This is an optimization exercise on Yosys and OpenROAD, whose aim is small area and a short achievable clock period, not a production implementation.
Only simulation tests tie the RTL to the original design; equivalence was not proved.
No activity file was given, so power comes from the tool's default toggle rates.

// top
module top (
  input  logic        clk,
  input  logic        rst_n,
  input  logic [15:0] setpoint,
  input  logic [15:0] feedback,
  input  logic [15:0] Kp,
  input  logic [15:0] Ki,
  input  logic [15:0] Kd,
  input  logic [15:0] clk_prescaler,
  output logic [15:0] control_signal
);
Size: roughly 1900 cells after synthesis, ~110 I/O pins, about 16000 µm² of cells after synthesis.
export LEC_CHECK = 0
export ABC_AREA = 1
export CAP_MARGIN = 20
export CORE_MARGIN = 2
export CORE_UTILIZATION = 55
export SETUP_SLACK_MARGIN = 5
export SLEW_MARGIN = 20
export SYNTH_HIERARCHICAL = 1
export SYNTH_MINIMUM_KEEP_SIZE = 0
create_clock -name core_clock -period 12.5 [get_ports {clk}]
standard.sh (not shown) runs the stock make flow with config.mk's settings and CLKGATE_MAP_FILE= SYNTH_SCRIPT=/design/flow/synth_recipe.tcl, a recipe that flattens the netlist after the stock synthesis.
==> flow/flow/run.sh <==
#!/bin/bash
# The standard layout, with the port buffers made of plain buf_1 cells
# instead of the delay buffers buffer_ports picks on its own, and a larger
# setup margin for timing repair.
set -euo pipefail
export BUFFER_PORTS_ARGS="-buffer_cell sky130_fd_sc_hd__buf_1"
bash standard.sh SETUP_SLACK_MARGIN=6.5 finish > standard.log 2>&1
Rerun with:
--- a/flow/flow/run.sh
+++ b/flow/flow/run.sh
@@ -7 +7 @@
-bash standard.sh SETUP_SLACK_MARGIN=6.5 finish > standard.log 2>&1
+bash standard.sh SETUP_SLACK_MARGIN=8 finish > standard.log 2>&1
CORE_UTILIZATION = 40   (was 55)
The new run passed the timing, design-rule and antenna checks.
Synthesized area is unchanged.
Worst setup slack got worse by 0.0031 ns.
Flip-flop and latch count stays the same.
Rerun with:
--- a/flow/flow/run.sh
+++ b/flow/flow/run.sh
@@ -7 +7 @@
-bash standard.sh SETUP_SLACK_MARGIN=8 finish > standard.log 2>&1
+bash standard.sh SETUP_SLACK_MARGIN=6.5 finish > standard.log 2>&1
Effect: The new run went through all stages and came out clean. Flip-flop and latch count is unchanged. Sequential power goes down by about 2%. Die area is unchanged. Setup slack is worse by 0.010 ns. Clock-buffer cell count is unchanged. Worst hold slack got worse by 0.0074 ns. Clock power is about the same. Total power decreases by 12%. Area after synthesis stays the same.
Rerun with:
==> flow/flow/run.sh (replaced) <==
#!/bin/bash
# The standard layout, with the port buffers made of plain buf_2 cells
# instead of the delay buffers buffer_ports picks on its own.
set -euo pipefail
export BUFFER_PORTS_ARGS="-buffer_cell sky130_fd_sc_hd__buf_2"
bash standard.sh finish > standard.log 2>&1
After rerunning: The new run ran to the end with no violations; utilization decreases by 3.9 points; total power fell by 5.2%; setup slack is worse by 0.90 ns; die area is unchanged; global-route usage goes down by 0.54 points; sequential share of layout area is higher by 1.1 points.

---

Another version of the RTL of top (not shown whole).
For scale: roughly 1400 cells after synthesis, ~120 flip-flops, ~110 I/O pins, roughly 16000 um^2 of cells after synthesis.
==> flow/design.v (excerpt) <==
module top (
  input  logic        clk,
  input  logic        rst_n,
  input  logic [15:0] setpoint,
  input  logic [15:0] feedback,
  input  logic [15:0] Kp,
  input  logic [15:0] Ki,
  input  logic [15:0] Kd,
  input  logic [15:0] clk_prescaler,
  output logic [15:0] control_signal
);
export LEC_CHECK = 0
export CAP_MARGIN = 20
export CORE_MARGIN = 2
export CORE_UTILIZATION = 40
export CTS_BUF_LIST = sky130_fd_sc_hd__clkbuf_4 sky130_fd_sc_hd__clkbuf_8
export CTS_CLUSTER_SIZE = 40
export SETUP_SLACK_MARGIN = 5
export SLEW_MARGIN = 20
export SYNTH_HIERARCHICAL = 1
export SYNTH_MINIMUM_KEEP_SIZE = 0
create_clock -name core_clock -period 12.5 [get_ports {clk}]
==> flow/flow/run.sh <==
#!/bin/bash
# The standard layout, with the port buffers made of plain buf_1 cells
# instead of the delay buffers buffer_ports picks on its own, and a larger
# setup margin for timing repair.
set -euo pipefail
export BUFFER_PORTS_ARGS="-buffer_cell sky130_fd_sc_hd__buf_1"
bash standard.sh SETUP_SLACK_MARGIN=6.5 SKIP_GATE_CLONING=1 finish > standard.log 2>&1
Next try:
--- a/flow/flow/run.sh
+++ b/flow/flow/run.sh
@@ -5,3 +5,3 @@
 set -euo pipefail
 export BUFFER_PORTS_ARGS="-buffer_cell sky130_fd_sc_hd__buf_1"
-bash standard.sh SETUP_SLACK_MARGIN=6.5 SKIP_GATE_CLONING=1 finish > standard.log 2>&1
+bash standard.sh SETUP_SLACK_MARGIN=6.8 finish > standard.log 2>&1
CTS_BUF_LIST = unset   (was sky130_fd_sc_hd__clkbuf_4 sky130_fd_sc_hd__clkbuf_8)
CTS_CLUSTER_SIZE = unset   (was 40)
Outcome: The new run passed the timing, design-rule and antenna checks. Utilization rose by 2.3 points. Maximum frequency fell by 0.32%. Final area rose by about 5%. Setup slack degrades by 19 ps. Die area is unchanged. Power rose by 7.8%. Hold slack degrades by 30 ps. Critical path depth rose by 2. Clock-buffer cell count stays the same. Synthesized area is unchanged. Routed wire length rose by about 5.6%.
Next try:
--- a/flow/flow/run.sh
+++ b/flow/flow/run.sh
@@ -5,3 +5,3 @@
 set -euo pipefail
 export BUFFER_PORTS_ARGS="-buffer_cell sky130_fd_sc_hd__buf_1"
-bash standard.sh SETUP_SLACK_MARGIN=6.8 finish > standard.log 2>&1
+bash standard.sh SETUP_SLACK_MARGIN=6.5 finish > standard.log 2>&1
CTS_BUF_LIST = sky130_fd_sc_hd__clkbuf_4 sky130_fd_sc_hd__clkbuf_8   (was unset)
CTS_CLUSTER_SIZE = 40   (was unset)
The changed run completed with no timing, DRC or antenna violations; routed wire length went down by a few percent; non-clock buffer count went down by 27; worst setup slack gains 19 ps; worst hold slack gains 30 ps; first-iteration DRC count went up by roughly a tenth; maximum frequency went up slightly; via count went down by a few percent; total power went down by a little under a tenth; design area went down by a few percent; global-route usage went down by 1.3 points.
Next try:
CTS_BUF_LIST = unset   (was sky130_fd_sc_hd__clkbuf_4 sky130_fd_sc_hd__clkbuf_8)
CTS_CLUSTER_SIZE = unset   (was 40)
Routed wire length increases by about 0.6%.
Design area rises by about 1.5%.
Power came out higher by about 4%.
Setup slack loses 9.5 ps.
Count of clock-buffer cells in the layout stays the same.
Synthesized area is unchanged.
Fmax barely changes.
Sequential power hardly moves.
Sequential cell count is unchanged.
Next try:
CTS_BUF_LIST = sky130_fd_sc_hd__clkbuf_4 sky130_fd_sc_hd__clkbuf_8   (was unset)
CTS_CLUSTER_SIZE = 40   (was unset)
GPL_ROUTABILITY_DRIVEN = 0   (was unset)
PLACE_DENSITY = 0.7   (was unset)
After rerunning: The changed run ran to the end with no violations; synthesized cell count stays the same; count of clock-buffer cells in the layout grows by 1; core utilization shrinks by 0.18 points; via count grows by 3.0%; wire length shrinks by 0.30%; setup slack got worse by 12 ps; die area does not change.

## what the ideal ports hide
The results above use ideal ports. As a check the final layouts listed here were re-extracted and re-timed, cells and wires unchanged.
Step 1 (the two cells are an assumption about what drives the block):
set clk [get_ports {clk}]
set_driving_cell -lib_cell sky130_fd_sc_hd__clkbuf_16 $clk
set_driving_cell -lib_cell sky130_fd_sc_hd__buf_2 [delete_from_list [all_inputs] $clk]
Step 2, shift: input delay + t, output delay - t, t = (earliest + latest rising clock arrival at the registers) / 2. This alone moves slack from input paths to output paths.
a / b / c = ideal / step 1 / step 2; a / b = the first two.
| run | shift t [ns] | setup slack, ns | worst hold slack (ns) | latest minus earliest clock arrival (ns) | worst data-port slew with drivers (ns) |
|---|---|---|---|---|---|
| the first run of note 1 | 0.410 | 6.099 / 6.083 / 5.673 | 0.495 / 0.495 / 0.495 | 0.019 / 0.018 | 0.06 |
| the second run of note 1 | 0.413 | 6.096 / 6.096 / 5.683 | 0.498 / 0.498 / 0.498 | 0.017 / 0.017 | 0.05 |
| the third run of note 1 | 0.422 | 6.085 / 6.093 / 5.671 | 0.491 / 0.491 / 0.491 | 0.011 / 0.011 | 0.05 |
| the fourth run of note 1 | 0.410 | 5.181 / 5.214 / 4.804 | 0.485 / 0.485 / 0.485 | 0.009 / 0.009 | 0.05 |
| the first run of note 2 | 0.493 | 6.564 / 6.590 / 6.097 | 0.526 / 0.526 / 0.526 | 0.017 / 0.018 | 0.04 |
| the second run of note 2 | 0.479 | 6.545 / 6.557 / 6.077 | 0.496 / 0.496 / 0.496 | 0.011 / 0.011 | 0.05 |
| the third run of note 2 | 0.493 | 6.564 / 6.590 / 6.097 | 0.526 / 0.526 / 0.526 | 0.017 / 0.018 | 0.04 |
| the fourth run of note 2 | 0.470 | 6.554 / 6.568 / 6.114 | 0.523 / 0.523 / 0.523 | 0.010 / 0.009 | 0.04 |
| the fifth run of note 2 | 0.508 | 6.542 / 6.568 / 6.060 | 0.496 / 0.496 / 0.496 | 0.030 / 0.030 | 0.04 |
After both steps every run listed still meets setup and hold. The setup slack of the fifth run of note 2, which loses most, moves by +0.026 ns with the drivers and by -0.482 ns with both steps.
